This is an optimization exercise on Yosys and OpenROAD, whose aim is small area, not a production implementation.
At most, simulation tests tie the RTL to the original design; equivalence was not proved.
Function not checked in run 1: the RTL went through the layout flow alone.
Power and IR drop assume default switching activity.

==> flow/design.v (outline; a module is shown in full before it is edited, if it fits) <==
// module segments_lut: 40 lines
// module video_encoder: 731 lines
// module color_module: 26 lines
// module color_out: 14 lines
// module vga_controller: 31 lines
// module adc_reader: 16 lines
// module paddle_controller: 22 lines
// module auto_player: 96 lines
// module sound_output: 60 lines
// module game_controller: 391 lines
// module top: 43 lines
module top(input clk, rst, ball_speed, serve_type, angle, bat_size, restart, start, en_color, auto, hard_mode, input[3:0] mode, max_score, input[8:0] adc, output sel, size, output sound, output [9:0] RED, GRN, BLU, output HSYNC, VSYNC, px_clk, blank);
  // ...
==> flow/flow/run.sh <==
#!/bin/bash
# Layout flow: the standard flow, except that synthesis skips the adder extraction
# (ADDER_MAP_FILE empty) and maps the logic with a stronger ABC script (abc_area.script here).
set -euo pipefail
W=$PWD
rm -rf "$W/scripts_mine"
cp -r "$FLOW_HOME/scripts" "$W/scripts_mine"
cp "$W/flow/abc_area.script" "$W/scripts_mine/abc_area.script"
make -C "$FLOW_HOME" DESIGN_CONFIG="$W/config.mk" WORK_HOME="$W/orfs" CLKGATE_MAP_FILE= \
  SYNTH_SCRIPT="$W/synth_recipe.tcl" SCRIPTS_DIR="$W/scripts_mine" ADDER_MAP_FILE= synth > "$W/synth.log" 2>&1
bash "$W/standard.sh" > "$W/layout.log" 2>&1
==> flow/flow/abc_area.script <==
strash
&get -n
&fraig -x
&put
scorr
dc2
strash
&get -n
&deepsyn -T 60
&put
strash
&get -n
&dch -f
&nf
&put
==> flow/standard.sh <==
#!/bin/bash
# synth_recipe.tcl (not shown) runs the flow's synth.tcl, then flattens the netlist and writes it again
# the make line also repeats each setting of config.mk as NAME=value (left out here)
make -C /OpenROAD-flow-scripts/flow DESIGN_CONFIG=/design/flow/config.mk WORK_HOME=/design/flow/orfs CLKGATE_MAP_FILE= SYNTH_SCRIPT=/design/flow/synth_recipe.tcl "${@:-finish}"
==> flow/config.mk <==
export PLATFORM = sky130hd
export DESIGN_NAME = top
export DESIGN_NICKNAME = top
export VERILOG_FILES = /design/flow/design.v
export SDC_FILE = /design/flow/constraint.sdc
export NUM_CORES = 4
export LEC_CHECK = 0
export ABC_AREA = 1
export CAP_MARGIN = 20
export CORE_MARGIN = 2
export CORE_UTILIZATION = 40
export PLACE_DENSITY = 0.6
export SLEW_MARGIN = 20
==> flow/constraint.sdc <==
create_clock -name core_clock -period 10.0 [get_ports {clk}]
set_input_delay 2.0000 -clock core_clock [delete_from_list [all_inputs] [get_ports {clk}]]
set_output_delay 2.0000 -clock core_clock [all_outputs]
set_load 0.01 [all_outputs]
==> results.sh, run 1 <==
export IMPL_outcome="timing/DRC/antenna clean"
export IMPL_pre_cts_ws_ps=3270
export IMPL_cts_max_path_buffers=2
export IMPL_num_rows=69
export IMPL_p_seq_mw=1.06
export IMPL_vias=15400
export IMPL_layout_drive_gt1_share=0.0381
export IMPL_numSequentialCells=163
export IMPL_whs_ps=391
export IMPL_fin_crit_ps=6920
export IMPL_cts_buffers=17
export IMPL_synth_top_family_by_area="simple AND/OR/NAND/NOR gates"
export IMPL_critPathBufInv=1
export IMPL_ys_seq_elements=163
export IMPL_layout_commonest_cell="nand2_1"
export IMPL_final_hold_violation_count=0
export IMPL_core_um2=35600
export IMPL_synthMuxAreaShare=0.0293
export IMPL_viasPerCell=6.15
export IMPL_netlist_top_cells_area="dfrtp_1 22%, nand2_1 6.6%, nor2_1 6.6%"
export IMPL_comb_multi_input_count=1713
export IMPL_antenna_found_initial=1
export IMPL_clock_power_share=0.239
export IMPL_io_pins=65
export IMPL_r2r_start="vga_controller.t_ff[6]"
export IMPL_critPathSlowestCell="dfrtp_1"
export IMPL_layout_common_cells="255 x nand2_1, 254 x nor2_1, 169 x a21oi_1"
export IMPL_seq_area_frac_synth=0.281
export IMPL_largest_class="multi-input combinational cells"
export IMPL_synth_edf_count=0
export IMPL_min_period_over_period=0.692
export IMPL_grt_pass1_wl_um=80300
export IMPL_synth_top_cell_by_area="dfrtp_1"
export IMPL_use_met2=0.433
==> module paddle_controller, before the edit <==
module paddle_controller(input clk, rst, p, m, bat_size, input [3:0] tb, output[9:0] p2_y);
    reg [9:0] p2_ff, p2_nxt;
    assign p2_y = p2_ff;
    always @* begin
        p2_nxt = p2_ff;
        if(tb == 4'd0) begin
            if(!p) p2_nxt = p2_ff + 10'd1;
            if(!m) p2_nxt = p2_ff - 10'd1;
        end
        if(bat_size) begin
            if(p2_ff < 10'd40)  p2_nxt = 10'd40;
            if(p2_ff > 10'd440) p2_nxt = 10'd440;
        end else begin
            if(p2_ff < 10'd50)  p2_nxt = 10'd50;
            if(p2_ff > 10'd430) p2_nxt = 10'd430;
        end
    end
    always @(posedge clk or posedge rst) begin
        if(rst) p2_ff <= 10'd240;
        else p2_ff <= p2_nxt;
    end
endmodule
==> module auto_player, before the edit <==
module auto_player(
    input clk, rst, en,
          turn, hit, wall,
          start_state,
          hard_mode,
          xh,
    input [1:0] mode,
    input [9:0] by, py,
    output p, m
);
reg p_ff, p_nxt, m_ff, m_nxt;
reg [4:0] err_count_ff, err_count_nxt;
reg [4:0] err_idx_ff;    
reg [5:0] error;
reg wall_ff, wall_nxt;
assign p = p_ff;
assign m = m_ff;
always @* begin
    case(err_idx_ff)
        5'd0  : error = 6'd0;
        5'd1  : error = 6'd5;
        5'd2  : error = 6'd26;
        5'd3  : error = 6'd29;
        5'd4  : error = 6'd0;
        5'd5  : error = 6'd30;
        5'd6  : error = 6'd26;
        5'd7  : error = 6'd28;
        5'd8  : error = 6'd5;
        5'd9  : error = 6'd7;
        5'd10 : error = 6'd40;
        5'd11 : error = 6'd26;
        5'd12 : error = 6'd24;
        5'd13 : error = 6'd19;
        5'd14 : error = 6'd29;
        5'd15 : error = 6'd26;
        5'd16 : error = 6'd31;
        5'd17 : error = 6'd5;
        5'd18 : error = 6'd28;
        5'd19 : error = 6'd31;
        5'd20 : error = 6'd27;
        5'd21 : error = 6'd0;
        5'd22 : error = 6'd17;
        5'd23 : error = 6'd31;
        5'd24 : error = 6'd26;
        5'd25 : error = 6'd27;
        5'd26 : error = 6'd26;
        5'd27 : error = 6'd28;
        5'd28 : error = 6'd31;
        5'd29 : error = 6'd34;
        5'd30 : error = 6'd8;
        default: error = 6'd26;
    endcase
end
always @* begin
    err_count_nxt = err_count_ff;
    wall_nxt = wall_ff;
    if(!hard_mode) begin
        if(hit || (mode == 2'b10 && wall)) err_count_nxt = err_count_ff + 5'd1;
    end else err_count_nxt = 5'd0;
    if(start_state) wall_nxt = 1'b0;
    if(wall) wall_nxt = 1'b1;
    if((mode == 2'b00 && xh) || (mode == 2'b01 && wall_ff) || (mode == 2'b10 && turn)) begin
        if(py < by - error) begin
            p_nxt = 1'b0;
            m_nxt = 1'b1;
        end else if(py > by + error) begin
            p_nxt = 1'b1;
            m_nxt = 1'b0;
        end else begin
            p_nxt = 1'b1;
            m_nxt = 1'b1;
        end
    end else begin
        p_nxt = 1'b1;
        m_nxt = 1'b1;
    end
end
always @(posedge clk or posedge rst) begin
    if(rst) begin
        p_ff <= 1'b0;
        m_ff <= 1'b0;
        err_count_ff <= 5'd0;
        err_idx_ff <= 5'd0;
        wall_ff <= 1'b0;
    end else if(en) begin
        p_ff <= p_nxt;
        m_ff <= m_nxt;
        err_count_ff <= err_count_nxt;
        err_idx_ff <= err_count_ff;
        wall_ff <= wall_nxt;
    end else begin
        p_ff <= 1'b1;
        m_ff <= 1'b1;
    end
end
endmodule
==> module sound_output, before the edit <==
module sound_output(input clk, rst, hit, wall, goal, output sound);
    reg hit_ff , wall_ff , goal_ff,
        hit_nxt, wall_nxt, goal_nxt,
        sound_ff, sound_nxt;
    reg [12:0] counter_ff, counter_nxt;  
    reg [5:0] pulse_ff, pulse_nxt;  
    assign sound = sound_ff;
    always @* begin
        counter_nxt = counter_ff + 13'd1;
        hit_nxt = hit_ff;
        wall_nxt = wall_ff;
        goal_nxt = goal_ff;
        sound_nxt = sound_ff;
        pulse_nxt = 6'd1;
        if(hit) hit_nxt = 1'b1;
        if(wall) wall_nxt = 1'b1;
        if(goal) goal_nxt = 1'b1;
        if(hit || wall || goal) counter_nxt = 13'b1;
        if(!counter_ff) begin
            hit_nxt = 1'b0;
            wall_nxt = 1'b0;
            goal_nxt = 1'b0;
        end
        if(hit_ff || wall_ff || goal_ff) begin
            pulse_nxt = pulse_ff + 6'd1;
            if(hit_ff) begin
                if(pulse_ff == 6'd25)
                    pulse_nxt = 6'd0;
            end
            if(wall_ff) begin
                if(pulse_ff == 6'd50)
                    pulse_nxt = 6'd0;
            end
            if(goal_ff) begin
                if(pulse_ff == 6'd13)
                    pulse_nxt = 6'd0;
            end
            if(!pulse_ff) begin
                sound_nxt = ~sound_ff;
            end
        end else sound_nxt = 1'b0;
    end
    always @(posedge clk or posedge rst) begin
        if(rst) begin
            counter_ff <= 13'd0;
            hit_ff <= 1'b0;
            wall_ff <= 1'b0;
            goal_ff <= 1'b0;
            sound_ff <= 1'b0;
            pulse_ff <= 6'd1;
        end else begin
            counter_ff <= counter_nxt;
            hit_ff <= hit_nxt;
            wall_ff <= wall_nxt;
            goal_ff <= goal_nxt;
            sound_ff <= sound_nxt;
            pulse_ff <= pulse_nxt;
        end
    end
endmodule
==> module game_controller, before the edit <==
module game_controller( input clk, rst,
                        input  [9:0] p1_in,        
                                      p2_in,       
                        input  [1:0]  mode,        
                                      max_score,   
                        input         ball_speed,  
                                      serve_type,  
                                      angle,       
                                      bat_size,    
                                      restart,     
                                      start,       
                        input  [4:0]  tb,          
                        output        p1_win,      
                                      p2_win,      
                                      turn,        
                                      start_state, 
                                      hit,         
                                      wall,        
                                      goal,        
                                      bs,          
                                      xh,          
                        output [1:0]  mode_out,    
                        output [4:0]  p1_score,    
                                      p2_score,    
                        output [9:0]  ball_x,      
                                      ball_y);     
    localparam[1:0] START = 2'b00,
                    GAME  = 2'b01,
                    SERVE = 2'b10,
                    ENDG  = 2'b11;
    localparam[1:0] SAME = 2'd0, INC = 2'd1, DEC = 2'd2;
    reg [1:0] state_ff, state_nxt;
    reg [1:0] mode_ff, mode_nxt;
    reg start_state_ff;
    reg hit_ff, hit_nxt, wall_ff, wall_nxt, goal_ff, goal_nxt;
    reg [9:0] x_ff, x_nxt, y_ff, y_nxt;
    reg xh_ff, xh_nxt, yh_ff, yh_nxt;
    reg ball_en_ff, ball_en_nxt;
    reg [4:0] rand_pos_ff, rand_pos_nxt;
    reg [1:0] move_counter_ff, move_counter_nxt;
    reg [1:0] dir_ff, dir_nxt;
    reg hd_ff;
    reg [4:0] p1_score_ff, p1_score_nxt, p2_score_ff, p2_score_nxt;
    reg turn_ff, turn_nxt;
    reg [1:0] ws_ff;
    reg win1_ff, win1_nxt, win2_ff, win2_nxt;
    reg bs_ff;
    assign mode_out = mode_ff;
    assign start_state = start_state_ff;
    assign hit = hit_ff;
    assign wall = wall_ff;
    assign goal = goal_ff;
    assign p1_win = win1_ff;
    assign p2_win = win2_ff;
    assign turn = turn_ff;
    assign p1_score = p1_score_ff;
    assign p2_score = p2_score_ff;
    assign ball_x = x_ff;
    assign ball_y = y_ff;
    assign bs = bs_ff;
    assign xh = hd_ff;
    function [1:0] angles;
        input [4:0] pos;
        case(pos)
            5'd0  : angles = 2'd0;
            5'd1  : angles = 2'd1;
            5'd2  : angles = 2'd2;
            5'd3  : angles = 2'd1;
            5'd4  : angles = 2'd2;
            5'd5  : angles = 2'd0;
            5'd6  : angles = 2'd0;
            5'd7  : angles = 2'd2;
            5'd8  : angles = 2'd1;
            5'd9  : angles = 2'd0;
            5'd10 : angles = 2'd1;
            5'd11 : angles = 2'd0;
            5'd12 : angles = 2'd1;
            5'd13 : angles = 2'd2;
            5'd14 : angles = 2'd2;
            5'd15 : angles = 2'd0;
            5'd16 : angles = 2'd2;
            5'd17 : angles = 2'd1;
            5'd18 : angles = 2'd2;
            5'd19 : angles = 2'd0;
            5'd20 : angles = 2'd0;
            5'd21 : angles = 2'd2;
            5'd22 : angles = 2'd1;
            5'd23 : angles = 2'd0;
            5'd24 : angles = 2'd1;
            5'd25 : angles = 2'd0;
            5'd26 : angles = 2'd2;
            5'd27 : angles = 2'd1;
            5'd28 : angles = 2'd1;
            5'd29 : angles = 2'd0;
            5'd30 : angles = 2'd0;
            5'd31 : angles = 2'd2;
            default : angles = 2'd0;
        endcase
    endfunction
    function hit_y;
        input [9:0] yb, p;
        input sm;
        reg [11:0] d;
        begin
            d = {2'b00, yb} - {2'b00, p} + (sm ? 12'd19 : 12'd29);
            hit_y = (p >= (sm ? 10'd19 : 10'd29)) && !d[11] &&
                    (d[10:0] <= (sm ? 11'd38 : 11'd58));
        end
    endfunction
    wire hy1 = hit_y(y_ff, p1_in, bs_ff);
    wire hy2 = hit_y(y_ff, p2_in, bs_ff);
    reg [4:0] win_score;
    always @* begin
        case(ws_ff)
            2'b00 : win_score = 5'd10;
            2'b01 : win_score = 5'd15;
            2'b10 : win_score = 5'd20;
            default : win_score = 5'd30;
        endcase
    end
    always @* begin
        state_nxt = state_ff;
        mode_nxt = mode_ff;
        hit_nxt = 1'b0;
        wall_nxt = 1'b0;
        goal_nxt = 1'b0;
        p1_score_nxt = p1_score_ff;
        p2_score_nxt = p2_score_ff;
        turn_nxt = turn_ff;
        win1_nxt = win1_ff;
        win2_nxt = win2_ff;
        move_counter_nxt = move_counter_ff;
        rand_pos_nxt = rand_pos_ff;
        x_nxt = x_ff;
        dir_nxt = SAME;
        y_nxt = y_ff;
        xh_nxt = xh_ff;
        yh_nxt = yh_ff;
        ball_en_nxt = ball_en_ff;
        case(state_ff)
            START : begin
                mode_nxt = mode;
                p1_score_nxt = 5'b0;
                p2_score_nxt = 5'b0;
                win1_nxt = 1'b0;
                win2_nxt = 1'b0;
                x_nxt = 10'd60;
                dir_nxt = (x_ff < 10'd60) ? INC : (x_ff > 10'd60) ? DEC : SAME;
                y_nxt = 10'd60;
                xh_nxt = 1'b1;
                yh_nxt = 1'b1;
                ball_en_nxt = 1'b0;
                turn_nxt = 1'b0;
                if(start) state_nxt = GAME;
            end
            GAME  : begin
                ball_en_nxt = 1'b1;
            end
            SERVE : begin
                ball_en_nxt = 1'b0;
                if(p1_score_ff >= win_score || p2_score_ff >= win_score) begin
                    state_nxt = ENDG;
                    if(p1_score_ff > p2_score_ff)
                        win1_nxt = 1'b1;
                    else win2_nxt = 1'b1;
                end else if(serve_type) state_nxt = GAME;
            end
            ENDG  : begin
                ball_en_nxt = 1'b1;
                if(restart) state_nxt = START;
            end
        endcase
        if((!tb[4] || ball_speed) && tb[3:0] == 4'd0 && ball_en_ff) begin
            move_counter_nxt = move_counter_ff + 1'b1;
            if(xh_ff) begin
                x_nxt = x_ff + 10'd1;
                dir_nxt = INC;
            end else begin
                x_nxt = x_ff - 10'd1;
                dir_nxt = DEC;
            end
            if(!angle || move_counter_ff == angles(rand_pos_ff)) begin
                move_counter_nxt = 2'b00;
                if(yh_ff) begin
                    y_nxt = y_ff + 10'd1;
                end else begin
                    y_nxt = y_ff - 10'd1;
                end
            end
        end
        case(mode_ff)
            2'b00 : begin  
                if(x_ff <= 10'd15) begin
                    xh_nxt = 1'b1;
                    x_nxt = 10'd160; dir_nxt = INC;
                    p2_score_nxt = p2_score_ff + 5'd1;
                    if(state_ff == GAME) state_nxt = SERVE;
                    goal_nxt = 1'b1;
                end
                if(x_ff >= 10'd625) begin
                    xh_nxt = 1'b0;
                    x_nxt = 10'd480; dir_nxt = DEC;
                    p1_score_nxt = p1_score_ff + 5'd1;
                    if(state_ff == GAME) state_nxt = SERVE;
                    goal_nxt = 1'b1;
                end
            end
            2'b01 : begin  
                if(x_ff <= 10'd30) begin
                    if(!(y_ff >= 10'd134 && y_ff <= 10'd344)) begin
                        xh_nxt = 1'b1;
                        x_nxt = 10'd31; dir_nxt = INC;
                        wall_nxt = 1'b1;
                    end else if(x_ff <= 10'd15) begin
                        xh_nxt = 1'b1;
                        x_nxt = 10'd160; dir_nxt = INC;
                        p2_score_nxt = p2_score_ff + 5'd1;
                        if(state_ff == GAME) state_nxt = SERVE;
                        goal_nxt = 1'b1;
                    end
                end
                if(x_ff >= 10'd610) begin
                    if(!(y_ff >= 10'd134 && y_ff <= 10'd344)) begin
                        xh_nxt = 1'b0;
                        x_nxt = 10'd609; dir_nxt = DEC;
                        wall_nxt = 1'b1;
                    end else if(x_ff >= 10'd625) begin
                        xh_nxt = 1'b0;
                        x_nxt = 10'd480; dir_nxt = DEC;
                        p1_score_nxt = p1_score_ff + 5'd1;
                        if(state_ff == GAME) state_nxt = SERVE;
                        goal_nxt = 1'b1;
                    end
                end
            end
            2'b10 : begin  
                if(x_ff <= 10'd30) begin
                    xh_nxt = 1'b1;
                    x_nxt = 10'd31; dir_nxt = INC;
                    rand_pos_nxt = rand_pos_ff + 2'd1;
                    wall_nxt = 1'b1;
                end
                if(x_ff >= 625) begin
                    x_nxt = 10'd100; dir_nxt = DEC;
                    goal_nxt = 1'b1;
                    if(turn_ff) begin
                        p1_score_nxt = p1_score_ff + 5'd1;
                        if(state_ff == GAME) state_nxt = SERVE;
                    end else begin
                        p2_score_nxt = p2_score_ff + 5'd1;
                        if(state_ff == GAME) state_nxt = SERVE;
                    end
                end
            end
            2'b11 : begin  
                if(x_ff <= 10'd30) begin
                    xh_nxt = 1'b1;
                    x_nxt = 10'd31; dir_nxt = INC;
                    rand_pos_nxt = rand_pos_ff + 2'd1;
                    wall_nxt = 1'b1;
                end
                if(x_ff >= 10'd625) begin
                    x_nxt = 10'd100; dir_nxt = DEC;
                    p2_score_nxt = p2_score_ff + 5'd1;
                    if(state_ff == GAME) state_nxt = SERVE;
                    goal_nxt = 1'b1;
                end
            end
        endcase
        if(mode_ff== 2'b00 || mode_ff== 2'b01) begin
            if(x_ff >= 10'd40 && x_ff < 10'd49 && hy1) begin
                xh_nxt = 1'b1;
                x_nxt = 10'd50; dir_nxt = INC;
                rand_pos_nxt = rand_pos_ff + 2'd1;
                hit_nxt = 1'b1;
            end
            if(x_ff >= 10'd591 && x_ff < 10'd600 && hy2) begin
                xh_nxt = 1'b0;
                x_nxt = 10'd590; dir_nxt = DEC;
                rand_pos_nxt = rand_pos_ff + 2'd1;
                hit_nxt = 1'b1;
            end
        end
        if(mode_ff== 2'b01) begin
            if(x_ff >= 10'd484 && x_ff < 10'd494 && hy1) begin
                xh_nxt = 1'b1;
                x_nxt = 10'd495; dir_nxt = INC;
                rand_pos_nxt = rand_pos_ff + 2'd1;
                hit_nxt = 1'b1;
                yh_nxt = (y_ff < 10'd240);
            end
            if(x_ff >= 10'd146 && x_ff < 10'd156 && hy2) begin
                xh_nxt = 1'b0;
                x_nxt = 10'd145; dir_nxt = DEC;
                rand_pos_nxt = rand_pos_ff + 2'd1;
                hit_nxt = 1'b1;
                yh_nxt = (y_ff < 10'd240);
            end
        end
        if(mode_ff== 2'b10) begin
            if(x_ff >= 10'd496 && x_ff < 10'd506 && hy2 && turn_ff) begin
                xh_nxt = 1'b0;
                x_nxt = 10'd479; dir_nxt = DEC;
                rand_pos_nxt = rand_pos_ff + 2'd1;
                turn_nxt = turn_ff + 1'b1;
                hit_nxt = 1'b1;
            end
        end
        if(mode_ff== 2'b10 || mode_ff== 2'b11) begin
            if(x_ff >= 10'd480 && x_ff < 10'd490 && hy1 && !turn_ff) begin
                xh_nxt = 1'b0;
                x_nxt = 10'd479; dir_nxt = DEC;
                rand_pos_nxt = rand_pos_ff + 2'd1;
                if(mode == 2'b10) turn_nxt = turn_ff + 1'b1;
                if(mode_ff== 2'b11) begin
                    p1_score_nxt = p1_score_ff + 5'd1;
                    if(p1_score_ff >= max_score) state_nxt = SERVE;
                end
                hit_nxt = 1'b1;
            end
        end
        if(y_ff <= 10'd30) begin
            yh_nxt = 1'b1;
            y_nxt = 10'd31;
            wall_nxt = 1'b1;
        end
        if(y_ff >= 10'd450) begin
            yh_nxt = 1'b0;
            y_nxt = 10'd445;
            wall_nxt = 1'b1;
        end
    end
    always @(posedge clk or posedge rst) begin
        if(rst) begin
            state_ff <= START;
            mode_ff <= 2'b00;
            start_state_ff <= 1'b0;
            hit_ff <= 1'b0;
            wall_ff <= 1'b0;
            goal_ff <= 1'b0;
            p1_score_ff <= 5'd0;
            p2_score_ff <= 5'd0;
            turn_ff <= 1'b0;
            ws_ff <= 2'b00;
            win1_ff <= 1'b0;
            win2_ff <= 1'b0;
            move_counter_ff <= 2'd1;
            rand_pos_ff <= 5'd0;
            x_ff <= 10'd60;
            y_ff <= 10'd60;
            xh_ff <= 1'b1;
            yh_ff <= 1'b1;
            ball_en_ff <= 1'b0;
            bs_ff <= 1'b0;
            dir_ff <= SAME;
            hd_ff <= 1'b1;
        end else begin
            state_ff <= state_nxt;
            mode_ff <= mode_nxt;
            if(state_ff != ENDG) begin
                p1_score_ff <= p1_score_nxt;
                p2_score_ff <= p2_score_nxt;
            end
            start_state_ff <= (state_ff == START);
            if(state_ff != ENDG) begin
                hit_ff <= hit_nxt;
                wall_ff <= wall_nxt;
                goal_ff <= goal_nxt;
            end else begin
                hit_ff <= 1'b0;
                wall_ff <= 1'b0;
                goal_ff <= 1'b0;
            end
            win1_ff <= win1_nxt;
            win2_ff <= win2_nxt;
            turn_ff <= turn_nxt;
            move_counter_ff <= move_counter_nxt;
            rand_pos_ff <= rand_pos_nxt;
            x_ff <= x_nxt;
            y_ff <= y_nxt;
            xh_ff <= xh_nxt;
            yh_ff <= yh_nxt;
            ball_en_ff <= ball_en_nxt;
            bs_ff <= bat_size;
            ws_ff <= max_score;
            dir_ff <= dir_nxt;
            if(dir_ff == INC) hd_ff <= 1'b1;
            else if(dir_ff == DEC) hd_ff <= 1'b0;
        end
    end
endmodule
==> module top, before the edit <==
module top(input clk, rst, ball_speed, serve_type, angle, bat_size, restart, start, en_color, auto, hard_mode, input[3:0] mode, max_score, input[8:0] adc, output sel, size, output sound, output [9:0] RED, GRN, BLU, output HSYNC, VSYNC, px_clk, blank);
    wire [9:0] x, y, p1_y, bx, by, ap2_y, pp2_y;
    reg [9:0] p2_y_ff;
    wire [10:0] tb;
    wire px_data_out, vis;
    wire [2:0] color;
    wire [4:0] score1, score2;
    wire p1_win, p2_win, turn, start_state, hit, wall, goal, bs;
    wire p2p, p2m, xh;
    wire [1:0] game_mode;
    reg [1:0] mode_in, score_in;
    assign blank = 1'b1;
    assign size = bat_size;
    always @(posedge clk) begin
        if(auto) p2_y_ff <= ap2_y;
        else p2_y_ff <= pp2_y;
    end
    always @(posedge clk or posedge rst) begin
        if(rst) begin
            mode_in <= 2'b00;
            score_in <= 2'b00;
        end else begin
            if(mode[3]) mode_in <= 2'b11;
            else if(mode[2]) mode_in <= 2'b10;
            else if(mode[1]) mode_in <= 2'b01;
            else if(mode[0]) mode_in <= 2'b00;
            if(max_score[3]) score_in <= 2'b11;
            else if(max_score[2]) score_in <= 2'b10;
            else if(max_score[1]) score_in <= 2'b01;
            else if(max_score[0]) score_in <= 2'b00;
        end
    end
    vga_controller vga_controller(clk, rst, tb, x, y, vis, HSYNC, VSYNC, px_clk);
    paddle_controller pctrl(clk, rst, p2p, p2m, bat_size, tb[3:0], ap2_y);
    auto_player auto_player(clk, rst, auto, turn, hit, wall, start_state, hard_mode, xh, game_mode, by, ap2_y, p2p, p2m);
    adc_reader adc_reader(clk, rst, adc, tb[5:0], sel, p1_y, pp2_y);
    sound_output sound_output(clk, rst, hit, wall, goal, sound);
    game_controller game_controller(clk, rst, p1_y, p2_y_ff, mode_in, score_in, ball_speed, serve_type, angle, bat_size, restart, start, tb[4:0],
        p1_win, p2_win, turn, start_state, hit, wall, goal, bs, xh, game_mode, score1, score2, bx, by);
    video_encoder video_encoder(clk, rst, bs, p1_win, p2_win, turn, start_state, game_mode, score1, score2, p1_y, p2_y_ff, bx, by, x, y, px_data_out);
    color_module color_module(clk, rst, px_data_out, en_color, game_mode, x, y, color);
    color_out color_out(color, vis, RED, GRN, BLU);
endmodule
==> run 2, diff against run 1 <==
--- a/flow/design.v
+++ b/flow/design.v
@@ -647,26 +647,27 @@
     wire SQ  = md_ff[1];          
     wire P2S = md_ff == 2'b10;    
-    function pad_rows;
-        input [8:0] yy, p;
-        input sm;
-        reg signed [9:0] d;
-        begin
-            d = $signed({1'b0, yy}) - $signed({1'b0, p});
-            pad_rows = (p >= (sm ? 9'd15 : 9'd25)) &&
-                       (sm ? (d >= -10'sd15 && d < 10'sd15) : (d >= -10'sd25 && d < 10'sd25));
-        end
-    endfunction
-    wire pr1 = pad_rows(y[8:0], p1_y[8:0], bat_size);
-    wire pr2 = pad_rows(y[8:0], p2_y[8:0], bat_size);
+    wire psel1 = (x < 10'd100) || (x >= 10'd300 && x < 10'd495);
+    wire [8:0] pp = psel1 ? p1_y[8:0] : p2_y[8:0];
+    wire [9:0] pd = {1'b0, y[8:0]} - {1'b0, pp};    
+    wire prow = (pp >= (bat_size ? 9'd15 : 9'd25)) &&
+                (pd[9] ? (pd[8:0] >= (bat_size ? 9'd497 : 9'd487)) : (pd[8:0] < (bat_size ? 9'd15 : 9'd25)));
     wire [10:0] bdx = {1'b0, x} + 11'd4 - {1'b0, ball_x};
     wire [10:0] bdy = {1'b0, y} + 11'd4 - {1'b0, ball_y};
     wire ball = (bdx[10:3] == 8'd0) && (bdy[10:3] == 8'd0);
-    wire dash = (y >= 36 && y < 46) || (y >= 56 && y < 66) || (y >= 76 && y < 86) ||
-                (y >=  96 && y < 106) || (y >= 116 && y < 126) || (y >= 136 && y < 146) ||
-                (y >= 156 && y < 166) || (y >= 176 && y < 186) || (y >= 196 && y < 206) ||
-                (y >= 216 && y < 226) || (y >= 235 && y < 245) || (y >= 254 && y < 264) ||
-                (y >= 274 && y < 284) || (y >= 294 && y < 304) || (y >= 314 && y < 324) ||
-                (y >= 334 && y < 344) || (y >= 354 && y < 364) || (y >= 374 && y < 384) ||
-                (y >= 394 && y < 404) || (y >= 414 && y < 424) || (y >= 434 && y < 444);
+    wire [4:0] ysum = {2'b00, y[8:6]} + {1'b0, y[5:2]};
+    reg [2:0] ym5;
+    always @* begin
+        case(ysum)
+            5'd0, 5'd5, 5'd10, 5'd15, 5'd20: ym5 = 3'd0;
+            5'd1, 5'd6, 5'd11, 5'd16, 5'd21: ym5 = 3'd1;
+            5'd2, 5'd7, 5'd12, 5'd17, 5'd22: ym5 = 3'd2;
+            5'd3, 5'd8, 5'd13, 5'd18:        ym5 = 3'd3;
+            default:                         ym5 = 3'd4;
+        endcase
+    end
+    wire [4:0] ym20 = {ym5, y[1:0]};
+    wire dash = (y >= 36 && y < 226 && (ym20 >= 5'd16 || ym20 < 5'd6)) ||
+                (y >= 235 && y < 245) ||
+                (y >= 254 && y < 444 && (ym20 >= 5'd14 || ym20 < 5'd4));
     wire ywall = (y >= 20 && y < 130) || (y >= 350 && y < 460);
     wire [13:0] sg;
@@ -693,42 +694,49 @@
                (x >= 20 && x < 26 && (FBL && ywall || SQ && y >= 130 && y < 350)) ||
                (FBR && x >= 614 && x < 620 && ywall) ||
-               (pr1 && (ML && x >= 40 && x < 46 || FBL && x >= 484 && x < 490)) ||
-               (pr2 && (ML && x >= 594 && x < 600 || FBR && x >= 150 && x < 156 ||
-                        P2S && (x == 500 || x == 501 || x == 504 || x == 505))) ||
+               (prow && (ML && x >= 40 && x < 46 || FBL && x >= 484 && x < 490 ||
+                         ML && x >= 594 && x < 600 || FBR && x >= 150 && x < 156 ||
+                         P2S && (x == 500 || x == 501 || x == 504 || x == 505))) ||
                ball || score;
-    wire qreg = mode == 2'b10 && x >= 550 && x < 590 && y >= 50 && y < 70;
-    wire [9:0] qdx = x - 10'd550;
-    wire [9:0] qdy = y - 10'd50;
-    wire [5:0] qc = qcol(qdx[5:0]);
-    wire [2:0] qr = qrow(qdy[4:0]);
-    wire qpx = qglyph({turn, qc[3], qr, qc[2:0]});
+    wire band_q = y >= 50 && y < 70;
+    wire band_s = y >= 380 && y < 400;
     wire side = x >= 10'd337;
     wire wres = y >= 10'd240;
     wire wwin = side ? p2_win : p1_win;
-    wire [1:0] word = !wres ? 2'd0 : wwin ? 2'd1 : 2'd2;
-    reg [9:0] wk;
+    wire [1:0] word = !wres ? 2'd0 : wwin ? 2'd1 : 2'd2;    
+    reg [9:0] tk, ty;
     always @* begin
-        case(word)
-            2'd0: wk = side ? 10'd410 : 10'd120;
-            2'd1: wk = side ? 10'd404 : 10'd114;
-            default: wk = side ? 10'd382 : 10'd92;
-        endcase
+        if(band_q) begin
+            tk = 10'd550;
+            ty = 10'd50;
+        end else if(band_s) begin
+            tk = 10'd70;
+            ty = 10'd380;
+        end else begin
+            case(word)
+                2'd0: tk = side ? 10'd410 : 10'd120;
+                2'd1: tk = side ? 10'd404 : 10'd114;
+                default: tk = side ? 10'd382 : 10'd92;
+            endcase
+            ty = wres ? 10'd240 : 10'd190;
+        end
     end
-    wire [9:0] wdx = x - wk;
-    wire [9:0] wdy = y - (wres ? 10'd240 : 10'd190);
+    wire [9:0] tdx = x - tk;
+    wire [9:0] tdy = y - ty;
+    wire qreg = mode == 2'b10 && band_q && tdx < 10'd40;
+    wire [5:0] qc = qcol(tdx[5:0]);
+    wire [2:0] qr = qrow(tdy[4:0]);
+    wire qpx = qglyph({turn, qc[3], qr, qc[2:0]});
     wire wreg = (p1_win || p2_win) && (!side || mode != 2'b11) && y >= 190 && y < 290 &&
-                (wdx < (word == 2'd0 ? 10'd120 : word == 2'd1 ? 10'd160 : 10'd200));
-    wire [5:0] wc = wcol(wdx[7:0]);
-    wire [2:0] wr = wrow(wdy[5:0]);
+                (tdx < (word == 2'd0 ? 10'd120 : word == 2'd1 ? 10'd160 : 10'd200));
+    wire [5:0] wc = wcol(tdx[7:0]);
+    wire [2:0] wr = wrow(tdy[5:0]);
     wire wpx = wglyph({word, wc[5:3], wr, wc[2:0]});
-    wire sreg = start_state && y >= 380 && y < 400 && x >= 70 && x < 235 && !(x >= 145 && x < 160);
-    wire [9:0] sdx = x - 10'd70;
-    wire [4:0] ssum = {1'b0, sdx[7:4]} + {1'b0, sdx[3:0]};
+    wire sreg = start_state && band_s && tdx < 10'd165 && !(tdx >= 10'd75 && tdx < 10'd90);
+    wire [4:0] ssum = {1'b0, tdx[7:4]} + {1'b0, tdx[3:0]};
     wire sov = ssum >= 5'd15;
-    wire [3:0] si = sdx[7:4] + {3'b0, sov};
+    wire [3:0] si = tdx[7:4] + {3'b0, sov};
     wire [3:0] slx = sov ? ssum[3:0] - 4'd15 : ssum[3:0];
     wire [2:0] sc = slx >= 4'd10 ? 3'd5 : slx[3:1];
-    wire [9:0] sdy = y - 10'd380;
-    wire [2:0] sr = srow(sdy[4:0]);
+    wire [2:0] sr = srow(tdy[4:0]);
     reg [2:0] slid;
     always @* begin
@@ -760,12 +768,7 @@
     end
     wire px_data_nxt = sreg ? spx : wreg ? wpx : qreg ? qpx : gfx;
-    always @(posedge clk or posedge rst) begin
-        if(rst) begin
-            md_ff      <= 2'b00;
-            px_data_ff <= 1'b0;
-        end else begin
-            md_ff      <= mode;
-            px_data_ff <= px_data_nxt;
-        end
+    always @(posedge clk) begin
+        md_ff      <= mode;
+        px_data_ff <= px_data_nxt;
     end
 endmodule
@@ -857,23 +860,23 @@
     end
 endmodule
-module paddle_controller(input clk, rst, p, m, bat_size, input [3:0] tb, output[9:0] p2_y);
-    reg [9:0] p2_ff, p2_nxt;
+module paddle_controller(input clk, rst, p, m, bat_size, input [3:0] tb, output[8:0] p2_y);    
+    reg [8:0] p2_ff, p2_nxt;
     assign p2_y = p2_ff;
     always @* begin
         p2_nxt = p2_ff;
         if(tb == 4'd0) begin
-            if(!p) p2_nxt = p2_ff + 10'd1;
-            if(!m) p2_nxt = p2_ff - 10'd1;
+            if(!p) p2_nxt = p2_ff + 9'd1;
+            if(!m) p2_nxt = p2_ff - 9'd1;
         end
         if(bat_size) begin
-            if(p2_ff < 10'd40)  p2_nxt = 10'd40;
-            if(p2_ff > 10'd440) p2_nxt = 10'd440;
+            if(p2_ff < 9'd40)  p2_nxt = 9'd40;
+            if(p2_ff > 9'd440) p2_nxt = 9'd440;
         end else begin
-            if(p2_ff < 10'd50)  p2_nxt = 10'd50;
-            if(p2_ff > 10'd430) p2_nxt = 10'd430;
+            if(p2_ff < 9'd50)  p2_nxt = 9'd50;
+            if(p2_ff > 9'd430) p2_nxt = 9'd430;
         end
     end
     always @(posedge clk or posedge rst) begin
-        if(rst) p2_ff <= 10'd240;
+        if(rst) p2_ff <= 9'd240;
         else p2_ff <= p2_nxt;
     end
@@ -886,5 +889,5 @@
           xh,
     input [1:0] mode,
-    input [9:0] by, py,
+    input [8:0] by, py,
     output p, m
 );
@@ -932,4 +935,5 @@
     endcase
 end
+wire [9:0] d = {1'b0, by} - {1'b0, py};    
 always @* begin
     err_count_nxt = err_count_ff;
@@ -941,8 +945,8 @@
     if(wall) wall_nxt = 1'b1;
     if((mode == 2'b00 && xh) || (mode == 2'b01 && wall_ff) || (mode == 2'b10 && turn)) begin
-        if(py < by - error) begin
+        if(by < {3'b0, error} || (!d[9] && d[8:0] > {3'b0, error})) begin
             p_nxt = 1'b0;
             m_nxt = 1'b1;
-        end else if(py > by + error) begin
+        end else if(d[9] && ~d[8:0] >= {3'b0, error}) begin
             p_nxt = 1'b1;
             m_nxt = 1'b0;
@@ -958,15 +962,17 @@
 always @(posedge clk or posedge rst) begin
     if(rst) begin
-        p_ff <= 1'b0;
-        m_ff <= 1'b0;
         err_count_ff <= 5'd0;
         err_idx_ff <= 5'd0;
         wall_ff <= 1'b0;
     end else if(en) begin
-        p_ff <= p_nxt;
-        m_ff <= m_nxt;
         err_count_ff <= err_count_nxt;
         err_idx_ff <= err_count_ff;
         wall_ff <= wall_nxt;
+    end
+end
+always @(posedge clk) begin
+    if(en) begin
+        p_ff <= p_nxt;
+        m_ff <= m_nxt;
     end else begin
         p_ff <= 1'b1;
@@ -1017,4 +1023,5 @@
         end else sound_nxt = 1'b0;
     end
+    always @(posedge clk) pulse_ff <= pulse_nxt;
     always @(posedge clk or posedge rst) begin
         if(rst) begin
@@ -1024,5 +1031,4 @@
             goal_ff <= 1'b0;
             sound_ff <= 1'b0;
-            pulse_ff <= 6'd1;
         end else begin
             counter_ff <= counter_nxt;
@@ -1031,5 +1037,4 @@
             goal_ff <= goal_nxt;
             sound_ff <= sound_nxt;
-            pulse_ff <= pulse_nxt;
         end
     end
@@ -1070,11 +1075,12 @@
     reg start_state_ff;
     reg hit_ff, hit_nxt, wall_ff, wall_nxt, goal_ff, goal_nxt;
-    reg [9:0] x_ff, x_nxt, y_ff, y_nxt;
+    reg [9:0] x_ff, x_nxt;
+    reg [8:0] y_ff, y_nxt;    
     reg xh_ff, xh_nxt, yh_ff, yh_nxt;
-    reg ball_en_ff, ball_en_nxt;
+    reg ball_en_ff;
     reg [4:0] rand_pos_ff, rand_pos_nxt;
     reg [1:0] move_counter_ff, move_counter_nxt;
-    reg [1:0] dir_ff, dir_nxt;
-    reg hd_ff;
+    reg [1:0] dir_nxt;
+    reg hd2_ff, hd_ff;    
     reg [4:0] p1_score_ff, p1_score_nxt, p2_score_ff, p2_score_nxt;
     reg turn_ff, turn_nxt;
@@ -1093,5 +1099,5 @@
     assign p2_score = p2_score_ff;
     assign ball_x = x_ff;
-    assign ball_y = y_ff;
+    assign ball_y = {1'b0, y_ff};
     assign bs = bs_ff;
     assign xh = hd_ff;
@@ -1135,15 +1141,15 @@
     endfunction
     function hit_y;
-        input [9:0] yb, p;
+        input [8:0] yb, p;
         input sm;
-        reg [11:0] d;
+        reg [9:0] d;    
         begin
-            d = {2'b00, yb} - {2'b00, p} + (sm ? 12'd19 : 12'd29);
-            hit_y = (p >= (sm ? 10'd19 : 10'd29)) && !d[11] &&
-                    (d[10:0] <= (sm ? 11'd38 : 11'd58));
+            d = {1'b0, yb} - {1'b0, p};
+            hit_y = (p >= (sm ? 9'd19 : 9'd29)) &&
+                    (d[9] ? (d[8:0] >= (sm ? 9'd493 : 9'd483)) : (d[8:0] <= (sm ? 9'd19 : 9'd29)));
         end
     endfunction
-    wire hy1 = hit_y(y_ff, p1_in, bs_ff);
-    wire hy2 = hit_y(y_ff, p2_in, bs_ff);
+    wire hy1 = hit_y(y_ff, p1_in[8:0], bs_ff);
+    wire hy2 = hit_y(y_ff, p2_in[8:0], bs_ff);
     reg [4:0] win_score;
     always @* begin
@@ -1155,278 +1161,164 @@
         endcase
     end
+    wire st_start = state_ff == START;
+    wire st_game  = state_ff == GAME;
+    wire st_serve = state_ff == SERVE;
+    wire st_endg  = state_ff == ENDG;
+    wire m0 = mode_ff == 2'b00, m1 = mode_ff == 2'b01, m2 = mode_ff == 2'b10, m3 = mode_ff == 2'b11;
+    wire xle15 = x_ff <= 10'd15, xle30 = x_ff <= 10'd30, xge610 = x_ff >= 10'd610, xge625 = x_ff >= 10'd625;
+    wire ygoal = y_ff >= 9'd134 && y_ff <= 9'd344;
+    wire t_l  = m0 & xle15;                  
+    wire t_r  = m0 & xge625;                 
+    wire f_lw = m1 & xle30 & !ygoal;         
+    wire f_lg = m1 & xle15 & ygoal;          
+    wire f_rw = m1 & xge610 & !ygoal;        
+    wire f_rg = m1 & xge625 & ygoal;         
+    wire s_l  = mode_ff[1] & xle30;                 
+    wire s_r  = mode_ff[1] & xge625;         
+    wire h_p1 = !mode_ff[1] & x_ff >= 10'd40 & x_ff < 10'd49 & hy1;       
+    wire h_p2 = !mode_ff[1] & x_ff >= 10'd591 & x_ff < 10'd600 & hy2;     
+    wire h_f1 = m1 & x_ff >= 10'd484 & x_ff < 10'd494 & hy1;              
+    wire h_f2 = m1 & x_ff >= 10'd146 & x_ff < 10'd156 & hy2;              
+    wire h_s2 = m2 & x_ff >= 10'd496 & x_ff < 10'd506 & hy2 & turn_ff;    
+    wire h_s1 = mode_ff[1] & x_ff >= 10'd480 & x_ff < 10'd490 & hy1 & !turn_ff;  
+    wire y_lo = y_ff <= 9'd30;               
+    wire y_hi = y_ff >= 9'd450;              
+    wire goalc = t_l | t_r | f_lg | f_rg | s_r;
+    wire hitc  = h_p1 | h_p2 | h_f1 | h_f2 | h_s2 | h_s1;
+    wire xinc  = t_l | f_lw | f_lg | s_l | h_p1 | h_f1;            
+    wire xdec  = t_r | f_rw | f_rg | h_p2 | h_f2 | h_s2 | h_s1;    
+    wire xcoll = xinc | xdec | s_r;
+    wire p1_inc = t_r | f_rg | (s_r & m2 & turn_ff) | (h_s1 & m3);
+    wire p2_inc = t_l | f_lg | (s_r & (m3 | (m2 & !turn_ff)));
+    wire [9:0] xc = ({10{t_l | f_lg}} & 10'd160) | ({10{t_r | f_rg}} & 10'd480) |
+                    ({10{f_lw | s_l}} & 10'd31) | ({10{f_rw}} & 10'd609) | ({10{s_r}} & 10'd100) |
+                    ({10{h_p1}} & 10'd50) | ({10{h_p2}} & 10'd590) | ({10{h_f1}} & 10'd495) |
+                    ({10{h_f2}} & 10'd145) | ({10{h_s2 | h_s1}} & 10'd479);
+    wire move = (!tb[4] || ball_speed) && tb[3:0] == 4'd0 && ball_en_ff;
+    wire move_y = move && (!angle || move_counter_ff == angles(rand_pos_ff));
+    function [9:0] step10;
+        input [9:0] v;
+        input up;
+        reg c;
+        integer k;
+        begin
+            c = 1'b1;
+            for(k = 0; k < 10; k = k + 1) begin
+                step10[k] = v[k] ^ c;
+                c = c & (v[k] ~^ up);
+            end
+        end
+    endfunction
+    function [8:0] step9;
+        input [8:0] v;
+        input up;
+        reg c;
+        integer k;
+        begin
+            c = 1'b1;
+            for(k = 0; k < 9; k = k + 1) begin
+                step9[k] = v[k] ^ c;
+                c = c & (v[k] ~^ up);
+            end
+        end
+    endfunction
     always @* begin
         state_nxt = state_ff;
-        mode_nxt = mode_ff;
-        hit_nxt = 1'b0;
-        wall_nxt = 1'b0;
-        goal_nxt = 1'b0;
-        p1_score_nxt = p1_score_ff;
-        p2_score_nxt = p2_score_ff;
-        turn_nxt = turn_ff;
         win1_nxt = win1_ff;
         win2_nxt = win2_ff;
-        move_counter_nxt = move_counter_ff;
-        rand_pos_nxt = rand_pos_ff;
-        x_nxt = x_ff;
-        dir_nxt = SAME;
-        y_nxt = y_ff;
-        xh_nxt = xh_ff;
-        yh_nxt = yh_ff;
-        ball_en_nxt = ball_en_ff;
         case(state_ff)
             START : begin
-                mode_nxt = mode;
-                p1_score_nxt = 5'b0;
-                p2_score_nxt = 5'b0;
                 win1_nxt = 1'b0;
                 win2_nxt = 1'b0;
-                x_nxt = 10'd60;
-                dir_nxt = (x_ff < 10'd60) ? INC : (x_ff > 10'd60) ? DEC : SAME;
-                y_nxt = 10'd60;
-                xh_nxt = 1'b1;
-                yh_nxt = 1'b1;
-                ball_en_nxt = 1'b0;
-                turn_nxt = 1'b0;
                 if(start) state_nxt = GAME;
             end
-            GAME  : begin
-                ball_en_nxt = 1'b1;
-            end
             SERVE : begin
-                ball_en_nxt = 1'b0;
                 if(p1_score_ff >= win_score || p2_score_ff >= win_score) begin
                     state_nxt = ENDG;
-                    if(p1_score_ff > p2_score_ff)
-                        win1_nxt = 1'b1;
+                    if(p1_score_ff > p2_score_ff) win1_nxt = 1'b1;
                     else win2_nxt = 1'b1;
                 end else if(serve_type) state_nxt = GAME;
             end
-            ENDG  : begin
-                ball_en_nxt = 1'b1;
+            ENDG : begin
                 if(restart) state_nxt = START;
             end
+            default: ;
         endcase
-        if((!tb[4] || ball_speed) && tb[3:0] == 4'd0 && ball_en_ff) begin
-            move_counter_nxt = move_counter_ff + 1'b1;
-            if(xh_ff) begin
-                x_nxt = x_ff + 10'd1;
-                dir_nxt = INC;
-            end else begin
-                x_nxt = x_ff - 10'd1;
-                dir_nxt = DEC;
-            end
-            if(!angle || move_counter_ff == angles(rand_pos_ff)) begin
-                move_counter_nxt = 2'b00;
-                if(yh_ff) begin
-                    y_nxt = y_ff + 10'd1;
-                end else begin
-                    y_nxt = y_ff - 10'd1;
-                end
-            end
-        end
-        case(mode_ff)
-            2'b00 : begin  
-                if(x_ff <= 10'd15) begin
-                    xh_nxt = 1'b1;
-                    x_nxt = 10'd160; dir_nxt = INC;
-                    p2_score_nxt = p2_score_ff + 5'd1;
-                    if(state_ff == GAME) state_nxt = SERVE;
-                    goal_nxt = 1'b1;
-                end
-                if(x_ff >= 10'd625) begin
-                    xh_nxt = 1'b0;
-                    x_nxt = 10'd480; dir_nxt = DEC;
-                    p1_score_nxt = p1_score_ff + 5'd1;
-                    if(state_ff == GAME) state_nxt = SERVE;
-                    goal_nxt = 1'b1;
-                end
-            end
-            2'b01 : begin  
-                if(x_ff <= 10'd30) begin
-                    if(!(y_ff >= 10'd134 && y_ff <= 10'd344)) begin
-                        xh_nxt = 1'b1;
-                        x_nxt = 10'd31; dir_nxt = INC;
-                        wall_nxt = 1'b1;
-                    end else if(x_ff <= 10'd15) begin
-                        xh_nxt = 1'b1;
-                        x_nxt = 10'd160; dir_nxt = INC;
-                        p2_score_nxt = p2_score_ff + 5'd1;
-                        if(state_ff == GAME) state_nxt = SERVE;
-                        goal_nxt = 1'b1;
-                    end
-                end
-                if(x_ff >= 10'd610) begin
-                    if(!(y_ff >= 10'd134 && y_ff <= 10'd344)) begin
-                        xh_nxt = 1'b0;
-                        x_nxt = 10'd609; dir_nxt = DEC;
-                        wall_nxt = 1'b1;
-                    end else if(x_ff >= 10'd625) begin
-                        xh_nxt = 1'b0;
-                        x_nxt = 10'd480; dir_nxt = DEC;
-                        p1_score_nxt = p1_score_ff + 5'd1;
-                        if(state_ff == GAME) state_nxt = SERVE;
-                        goal_nxt = 1'b1;
-                    end
-                end
-            end
-            2'b10 : begin  
-                if(x_ff <= 10'd30) begin
-                    xh_nxt = 1'b1;
-                    x_nxt = 10'd31; dir_nxt = INC;
-                    rand_pos_nxt = rand_pos_ff + 2'd1;
-                    wall_nxt = 1'b1;
-                end
-                if(x_ff >= 625) begin
-                    x_nxt = 10'd100; dir_nxt = DEC;
-                    goal_nxt = 1'b1;
-                    if(turn_ff) begin
-                        p1_score_nxt = p1_score_ff + 5'd1;
-                        if(state_ff == GAME) state_nxt = SERVE;
-                    end else begin
-                        p2_score_nxt = p2_score_ff + 5'd1;
-                        if(state_ff == GAME) state_nxt = SERVE;
-                    end
-                end
-            end
-            2'b11 : begin  
-                if(x_ff <= 10'd30) begin
-                    xh_nxt = 1'b1;
-                    x_nxt = 10'd31; dir_nxt = INC;
-                    rand_pos_nxt = rand_pos_ff + 2'd1;
-                    wall_nxt = 1'b1;
-                end
-                if(x_ff >= 10'd625) begin
-                    x_nxt = 10'd100; dir_nxt = DEC;
-                    p2_score_nxt = p2_score_ff + 5'd1;
-                    if(state_ff == GAME) state_nxt = SERVE;
-                    goal_nxt = 1'b1;
-                end
-            end
-        endcase
-        if(mode_ff== 2'b00 || mode_ff== 2'b01) begin
-            if(x_ff >= 10'd40 && x_ff < 10'd49 && hy1) begin
-                xh_nxt = 1'b1;
-                x_nxt = 10'd50; dir_nxt = INC;
-                rand_pos_nxt = rand_pos_ff + 2'd1;
-                hit_nxt = 1'b1;
-            end
-            if(x_ff >= 10'd591 && x_ff < 10'd600 && hy2) begin
-                xh_nxt = 1'b0;
-                x_nxt = 10'd590; dir_nxt = DEC;
-                rand_pos_nxt = rand_pos_ff + 2'd1;
-                hit_nxt = 1'b1;
-            end
-        end
-        if(mode_ff== 2'b01) begin
-            if(x_ff >= 10'd484 && x_ff < 10'd494 && hy1) begin
-                xh_nxt = 1'b1;
-                x_nxt = 10'd495; dir_nxt = INC;
-                rand_pos_nxt = rand_pos_ff + 2'd1;
-                hit_nxt = 1'b1;
-                yh_nxt = (y_ff < 10'd240);
-            end
-            if(x_ff >= 10'd146 && x_ff < 10'd156 && hy2) begin
-                xh_nxt = 1'b0;
-                x_nxt = 10'd145; dir_nxt = DEC;
-                rand_pos_nxt = rand_pos_ff + 2'd1;
-                hit_nxt = 1'b1;
-                yh_nxt = (y_ff < 10'd240);
-            end
-        end
-        if(mode_ff== 2'b10) begin
-            if(x_ff >= 10'd496 && x_ff < 10'd506 && hy2 && turn_ff) begin
-                xh_nxt = 1'b0;
-                x_nxt = 10'd479; dir_nxt = DEC;
-                rand_pos_nxt = rand_pos_ff + 2'd1;
-                turn_nxt = turn_ff + 1'b1;
-                hit_nxt = 1'b1;
-            end
-        end
-        if(mode_ff== 2'b10 || mode_ff== 2'b11) begin
-            if(x_ff >= 10'd480 && x_ff < 10'd490 && hy1 && !turn_ff) begin
-                xh_nxt = 1'b0;
-                x_nxt = 10'd479; dir_nxt = DEC;
-                rand_pos_nxt = rand_pos_ff + 2'd1;
-                if(mode == 2'b10) turn_nxt = turn_ff + 1'b1;
-                if(mode_ff== 2'b11) begin
-                    p1_score_nxt = p1_score_ff + 5'd1;
-                    if(p1_score_ff >= max_score) state_nxt = SERVE;
-                end
-                hit_nxt = 1'b1;
-            end
-        end
-        if(y_ff <= 10'd30) begin
-            yh_nxt = 1'b1;
-            y_nxt = 10'd31;
-            wall_nxt = 1'b1;
-        end
-        if(y_ff >= 10'd450) begin
-            yh_nxt = 1'b0;
-            y_nxt = 10'd445;
-            wall_nxt = 1'b1;
+        if(goalc && st_game) state_nxt = SERVE;
+        if(h_s1 && m3 && p1_score_ff >= max_score) state_nxt = SERVE;
+        mode_nxt = st_start ? mode : mode_ff;
+        p1_score_nxt = p1_inc ? p1_score_ff + 5'd1 : st_start ? 5'd0 : p1_score_ff;
+        p2_score_nxt = p2_inc ? p2_score_ff + 5'd1 : st_start ? 5'd0 : p2_score_ff;
+        turn_nxt = h_s2 ? 1'b0 : (h_s1 && mode == 2'b10) ? 1'b1 : st_start ? 1'b0 : turn_ff;
+        hit_nxt = hitc;
+        wall_nxt = f_lw | f_rw | s_l | y_lo | y_hi;
+        goal_nxt = goalc;
+        rand_pos_nxt = (s_l | hitc) ? rand_pos_ff + 5'd1 : rand_pos_ff;
+        move_counter_nxt = move ? (move_y ? 2'b00 : move_counter_ff + 2'd1) : move_counter_ff;
+        xh_nxt = xinc ? 1'b1 : xdec ? 1'b0 : st_start ? 1'b1 : xh_ff;
+        yh_nxt = y_lo ? 1'b1 : y_hi ? 1'b0 : (h_f1 | h_f2) ? (y_ff < 9'd240) : st_start ? 1'b1 : yh_ff;
+        if(xcoll) begin
+            x_nxt = xc;
+            dir_nxt = xinc ? INC : DEC;
+        end else if(move) begin
+            x_nxt = step10(x_ff, xh_ff);
+            dir_nxt = xh_ff ? INC : DEC;
+        end else if(st_start) begin
+            x_nxt = 10'd60;
+            dir_nxt = (x_ff < 10'd60) ? INC : (x_ff > 10'd60) ? DEC : SAME;
+        end else begin
+            x_nxt = x_ff;
+            dir_nxt = SAME;
         end
+        y_nxt = y_lo ? 9'd31 : y_hi ? 9'd445 : move_y ? step9(y_ff, yh_ff) : st_start ? 9'd60 : y_ff;
     end
     always @(posedge clk or posedge rst) begin
         if(rst) begin
             state_ff <= START;
-            mode_ff <= 2'b00;
             start_state_ff <= 1'b0;
-            hit_ff <= 1'b0;
-            wall_ff <= 1'b0;
-            goal_ff <= 1'b0;
-            p1_score_ff <= 5'd0;
-            p2_score_ff <= 5'd0;
-            turn_ff <= 1'b0;
-            ws_ff <= 2'b00;
-            win1_ff <= 1'b0;
-            win2_ff <= 1'b0;
             move_counter_ff <= 2'd1;
             rand_pos_ff <= 5'd0;
             x_ff <= 10'd60;
-            y_ff <= 10'd60;
-            xh_ff <= 1'b1;
-            yh_ff <= 1'b1;
-            ball_en_ff <= 1'b0;
-            bs_ff <= 1'b0;
-            dir_ff <= SAME;
-            hd_ff <= 1'b1;
+            y_ff <= 9'd60;
+            hd2_ff <= 1'b1;
         end else begin
             state_ff <= state_nxt;
-            mode_ff <= mode_nxt;
-            if(state_ff != ENDG) begin
-                p1_score_ff <= p1_score_nxt;
-                p2_score_ff <= p2_score_nxt;
-            end
             start_state_ff <= (state_ff == START);
-            if(state_ff != ENDG) begin
-                hit_ff <= hit_nxt;
-                wall_ff <= wall_nxt;
-                goal_ff <= goal_nxt;
-            end else begin
-                hit_ff <= 1'b0;
-                wall_ff <= 1'b0;
-                goal_ff <= 1'b0;
-            end
-            win1_ff <= win1_nxt;
-            win2_ff <= win2_nxt;
-            turn_ff <= turn_nxt;
             move_counter_ff <= move_counter_nxt;
             rand_pos_ff <= rand_pos_nxt;
             x_ff <= x_nxt;
             y_ff <= y_nxt;
-            xh_ff <= xh_nxt;
-            yh_ff <= yh_nxt;
-            ball_en_ff <= ball_en_nxt;
-            bs_ff <= bat_size;
-            ws_ff <= max_score;
-            dir_ff <= dir_nxt;
-            if(dir_ff == INC) hd_ff <= 1'b1;
-            else if(dir_ff == DEC) hd_ff <= 1'b0;
+            if(dir_nxt == INC) hd2_ff <= 1'b1;
+            else if(dir_nxt == DEC) hd2_ff <= 1'b0;
+        end
+    end
+    always @(posedge clk) begin
+        mode_ff <= mode_nxt;
+        if(state_ff != ENDG) begin
+            p1_score_ff <= p1_score_nxt;
+            p2_score_ff <= p2_score_nxt;
+            hit_ff <= hit_nxt;
+            wall_ff <= wall_nxt;
+            goal_ff <= goal_nxt;
+        end else begin
+            hit_ff <= 1'b0;
+            wall_ff <= 1'b0;
+            goal_ff <= 1'b0;
         end
+        win1_ff <= win1_nxt;
+        win2_ff <= win2_nxt;
+        turn_ff <= turn_nxt;
+        xh_ff <= xh_nxt;
+        yh_ff <= yh_nxt;
+        ball_en_ff <= state_ff[0];    
+        bs_ff <= bat_size;      
+        ws_ff <= max_score;
+        hd_ff <= hd2_ff;
     end
 endmodule
 module top(input clk, rst, ball_speed, serve_type, angle, bat_size, restart, start, en_color, auto, hard_mode, input[3:0] mode, max_score, input[8:0] adc, output sel, size, output sound, output [9:0] RED, GRN, BLU, output HSYNC, VSYNC, px_clk, blank);
-    wire [9:0] x, y, p1_y, bx, by, ap2_y, pp2_y;
-    reg [9:0] p2_y_ff;
+    wire [9:0] x, y, p1_y, bx, by, pp2_y;
+    wire [8:0] ap2_y;
+    reg [8:0] p2_y_ff;    
     wire [10:0] tb;
     wire px_data_out, vis;
@@ -1441,5 +1333,5 @@
     always @(posedge clk) begin
         if(auto) p2_y_ff <= ap2_y;
-        else p2_y_ff <= pp2_y;
+        else p2_y_ff <= pp2_y[8:0];
     end
     always @(posedge clk or posedge rst) begin
@@ -1460,10 +1352,10 @@
     vga_controller vga_controller(clk, rst, tb, x, y, vis, HSYNC, VSYNC, px_clk);
     paddle_controller pctrl(clk, rst, p2p, p2m, bat_size, tb[3:0], ap2_y);
-    auto_player auto_player(clk, rst, auto, turn, hit, wall, start_state, hard_mode, xh, game_mode, by, ap2_y, p2p, p2m);
+    auto_player auto_player(clk, rst, auto, turn, hit, wall, start_state, hard_mode, xh, game_mode, by[8:0], ap2_y, p2p, p2m);
     adc_reader adc_reader(clk, rst, adc, tb[5:0], sel, p1_y, pp2_y);
     sound_output sound_output(clk, rst, hit, wall, goal, sound);
-    game_controller game_controller(clk, rst, p1_y, p2_y_ff, mode_in, score_in, ball_speed, serve_type, angle, bat_size, restart, start, tb[4:0],
+    game_controller game_controller(clk, rst, p1_y, {1'b0, p2_y_ff}, mode_in, score_in, ball_speed, serve_type, angle, bat_size, restart, start, tb[4:0],
         p1_win, p2_win, turn, start_state, hit, wall, goal, bs, xh, game_mode, score1, score2, bx, by);
-    video_encoder video_encoder(clk, rst, bs, p1_win, p2_win, turn, start_state, game_mode, score1, score2, p1_y, p2_y_ff, bx, by, x, y, px_data_out);
+    video_encoder video_encoder(clk, rst, bs, p1_win, p2_win, turn, start_state, game_mode, score1, score2, p1_y, {1'b0, p2_y_ff}, bx, by, x, y, px_data_out);
     color_module color_module(clk, rst, px_data_out, en_color, game_mode, x, y, color);
     color_out color_out(color, vis, RED, GRN, BLU);
==> flow/flow/abc_area.script (replaced) <==
strash
&get -n
&fraig -x
&put
scorr
dc2
strash
&get -n
&deepsyn -T 180
&put
strash
&get -n
&dch -f
&nf
&put
==> results.sh, run 2 <==
export IMPL_insertedDiodeCount=0
export IMPL_finalPower_mw=3.38
export IMPL_synth_ff_type="dfrtp_1"
export IMPL_grt_start_max_net_pins=66
export IMPL_ys_warn_count=11
export IMPL_first_pass_iters=6
export IMPL_rsz0062_at_grt="no"
export IMPL_seq_area_frac_synth=0.296
export IMPL_htreeDepth=4
export IMPL_drv_slew=0
export IMPL_cts_root_buf="clkbuf_16"
export IMPL_cts_sinks=159
export IMPL_clk_latency_ps=460
export IMPL_drt_wl_total_um=44500
export IMPL_core_um2=32600
export IMPL_critPathBufInv=1
export IMPL_setup_viol=0
export IMPL_endpoint_kind="flip-flop"
export IMPL_antenna_found_initial=0
export IMPL_setup_worst_path_class="reg -> reg"
export IMPL_postCtsSetupBuffers=0
export IMPL_powerDensity_nw_per_um2=225
export IMPL_num_rows=66
export IMPL_max_freq_mhz=125
export IMPL_cts_resized=0
export IMPL_worst_slew_pin_slew_ps=984
export IMPL_syn_cell_area_um2=13300
export IMPL_final_nets=1848
export IMPL_fin_skew_ps=13.2
export IMPL_synth_edf_count=14
export IMPL_synth_top_cell_by_area="dfrtp_1"
export IMPL_io_buffers=63
export IMPL_yosys_area_top_type_share=0.170
export IMPL_io_pins=65
export IMPL_cts_tree="yes"
export IMPL_viasPerCell=6.03
export IMPL_layout_commonest_cell="nor2_1"
export IMPL_crit_fanout=23
export IMPL_drt_iter0_drc=1291
export IMPL_worstPathArrival_ps=8320
export IMPL_netlist_top_cells_count="222 x nor2_1, 189 x nand2_1, 154 x a21oi_1"
export IMPL_cp_slowest_stage_delay_ps=800
export IMPL_area_delta_synth_final_pct=13.1
export IMPL_wl_per_cell_um=19.6
export IMPL_die_area_um2=34700
export IMPL_pre_cts_ws_ps=2250
export IMPL_top_regs="sound_output.counter_ff: 13 flops, vga_controller.t_ff: 11 flops"
export IMPL_leakage_nw=5.75
export IMPL_fin_crit_ps=7970
export IMPL_cp_top_family="compound AO/OA/AOI/OAI gates"
export IMPL_netlist_top_cells_area="dfrtp_1 17%, nor2_1 6.3%, a21oi_1 5.8%"
export IMPL_maxCapViolCount=0
export IMPL_critPathLaunchType="flip-flop"
export IMPL_hpwl_um=33400
export IMPL_synth_cells=1743
export IMPL_cts_buffers=17
export IMPL_synth_avg_cell_area_um2=7.62
export IMPL_grt_pass1_vias=12600
export IMPL_die_w_um=186
export IMPL_layout_drive_gt1_share=0.0409
export IMPL_grt_pass1_wl_um=70400
export IMPL_relSlewSlack=0.339
export IMPL_setup_tns_ps=0
export IMPL_cts_max_path_buffers=2
export IMPL_path_cells="or3_1 -> or3_1 -> o221ai_1 -> o21bai_1 -> maj3_1 -> xnor2_1 -> a21o_1 -> maj3_1 -> a31oi_1 -> mux2i_1 -> xnor2_1 -> buf_4 -> o211a_1 -> a211o_1 -> o221a_1 -> nor3_1 -> nor3_1 -> a221o_1 -> a2111oi_0 -> a221oi_1 -> o311ai_0 -> nand2_1"
export IMPL_start_util=0.407
export IMPL_ys_seq_elements=159
export IMPL_outcome="timing/DRC/antenna clean"
export IMPL_synth_most_common_cell="nor2_1"
export IMPL_setup_slack_ps=2030
export IMPL_final_antenna_net_count=0
export IMPL_place_congestion=0.943
export IMPL_synth_distinct_cells=74
export IMPL_vias=13700
export IMPL_hp_class="reg -> reg"
export IMPL_grt_remaining_overflow=0
export IMPL_drcViolationCount=0
export IMPL_final_hold_violation_count=0
export IMPL_vdd_drop_max_uv=128
export IMPL_cp_required_ps=10340
export IMPL_layout_common_cells="222 x nor2_1, 189 x nand2_1, 154 x a21oi_1"
export IMPL_largest_reg_flops=13
export IMPL_async_flop_share=0.717
export IMPL_die_h_um=186
export IMPL_critPathSlowestCell="nor3_1"
export IMPL_clk_pin_slew_ps=80
export IMPL_largest_register="sound_output.counter_ff"
export IMPL_min_period_over_period=0.797
export IMPL_grt_usage=0.262
export IMPL_cts_hold_buffers=0
-- run 2: stage by stage --
stage | util | cell area (µm²) | instances | hold slack [ps]
2_1_floorplan | - | 13300 | 1743 | 360
3_3_place_gp | 0.442 | 14400 | 2243 | 436
3_5_place_dp | 0.442 | 14400 | 2243 | 430
4_1_cts | 0.460 | 15000 | 2275 | 445
5_1_grt | 0.460 | 15000 | 2275 | 458
6_report | 0.460 | 15000 | 2275 | 444
-- run 2: cells by family (layout without fill, tap and decap cells) --
logic type	Yosys count	after routing	synth area share
other	1	1	0.000282
muxes	51	51	0.0417
xor gates and xnor gates	134	134	0.0894
DFF	159	159	0.296
adders and majority gates	23	23	0.0173
buffers and inverters	87	177	0.0308
and+or+nand+nor	778	778	0.284
AOI/OAI and AO/OA	510	510	0.241
-- run 2: cell type report --
cell class              count  area [µm²]
fillers                  3300       17600
well taps                 442         553
multi-input cells        1497        8950
clock buffers              17         425
repair buffers             80         758
inverters                  65         246
clock inverters            15         158
flip-flops and latches    159        3920
-- run 2: worst paths after layout --
| kind | startpoint | to | slack [ps] | depth (start not counted) |
|---|---|---|---|---|
| worst min-delay path | game_controller.hd2_ff | game_controller.hd_ff | 440 | 0 |
| min in group asynchronous | rst | game_controller.start_state_ff | 2000 | 2 |
| max in group asynchronous | rst | vga_controller.vcount_ff[2] | 6690 | 3 |
| worst max register to register | vga_controller.vcount_ff[7] | video_encoder.px_data_ff | 2030 | 22 |
| worst max-delay path | vga_controller.vcount_ff[7] | video_encoder.px_data_ff | 2030 | 22 |
| worst min register to register | game_controller.hd2_ff | game_controller.hd_ff | 440 | 0 |
-- run 2: power by group --
group          switching [mW]  leakage [nW]  total [mW]  internal, mW
combinational            1.00          3.67        1.66         0.662
sequential              0.242          1.80        1.04         0.800
clock                   0.305         0.277       0.675         0.370
-- run 2: layer usage --
metal  vias to the layer above  track usage  routed length [µm]
met5                         -            0                   0
met4                         0       0.0778                1120
met3                        71       0.0415                2960
met2                       553        0.430               20500
met1                      6532        0.356               19900
li1                       6563            -                   -
-- run 2: worst reg2reg max path: cells and delay by family (launching register included) --
kind | cells | cell delay (ps)
AOI/OAI and AO/OA | 11 | 3490
and+or+nand+nor | 5 | 2050
adders and majority gates | 2 | 810
DFF | 1 | 640
muxes | 1 | 360
xor gates and xnor gates | 2 | 310
buffers and inverters | 1 | 220

-- what the ideal ports hide --
The flow's constraints put no driver on any port. The routed layouts listed below were extracted and timed again, unchanged, in two steps. Step 1: set_driving_cell puts a clkbuf_16 on clk and a buf_2 on each other input, an assumption about the parent block. Step 2 times the ports against the registers' clock, not the clock port: input delays grow and output delays shrink by t, the midpoint of the rising clock arrivals with the driver on. Three values: ideal ports, drivers, drivers and shift; two values: the first two.
| run | shift t [ns] | slack for setup (ns) | worst setup path at the end | worst slew at a driven data input, ns | pins driven straight from the clock port |
|---|---|---|---|---|---|
| run 1 | 0.495 | 3.082 / 3.082 / 3.082 | register to register | 0.04 | 1 |
| run 2 | 0.502 | 2.026 / 2.026 / 2.026 | register to register | 0.05 | 1 |
After both steps every run listed still meets setup and hold.
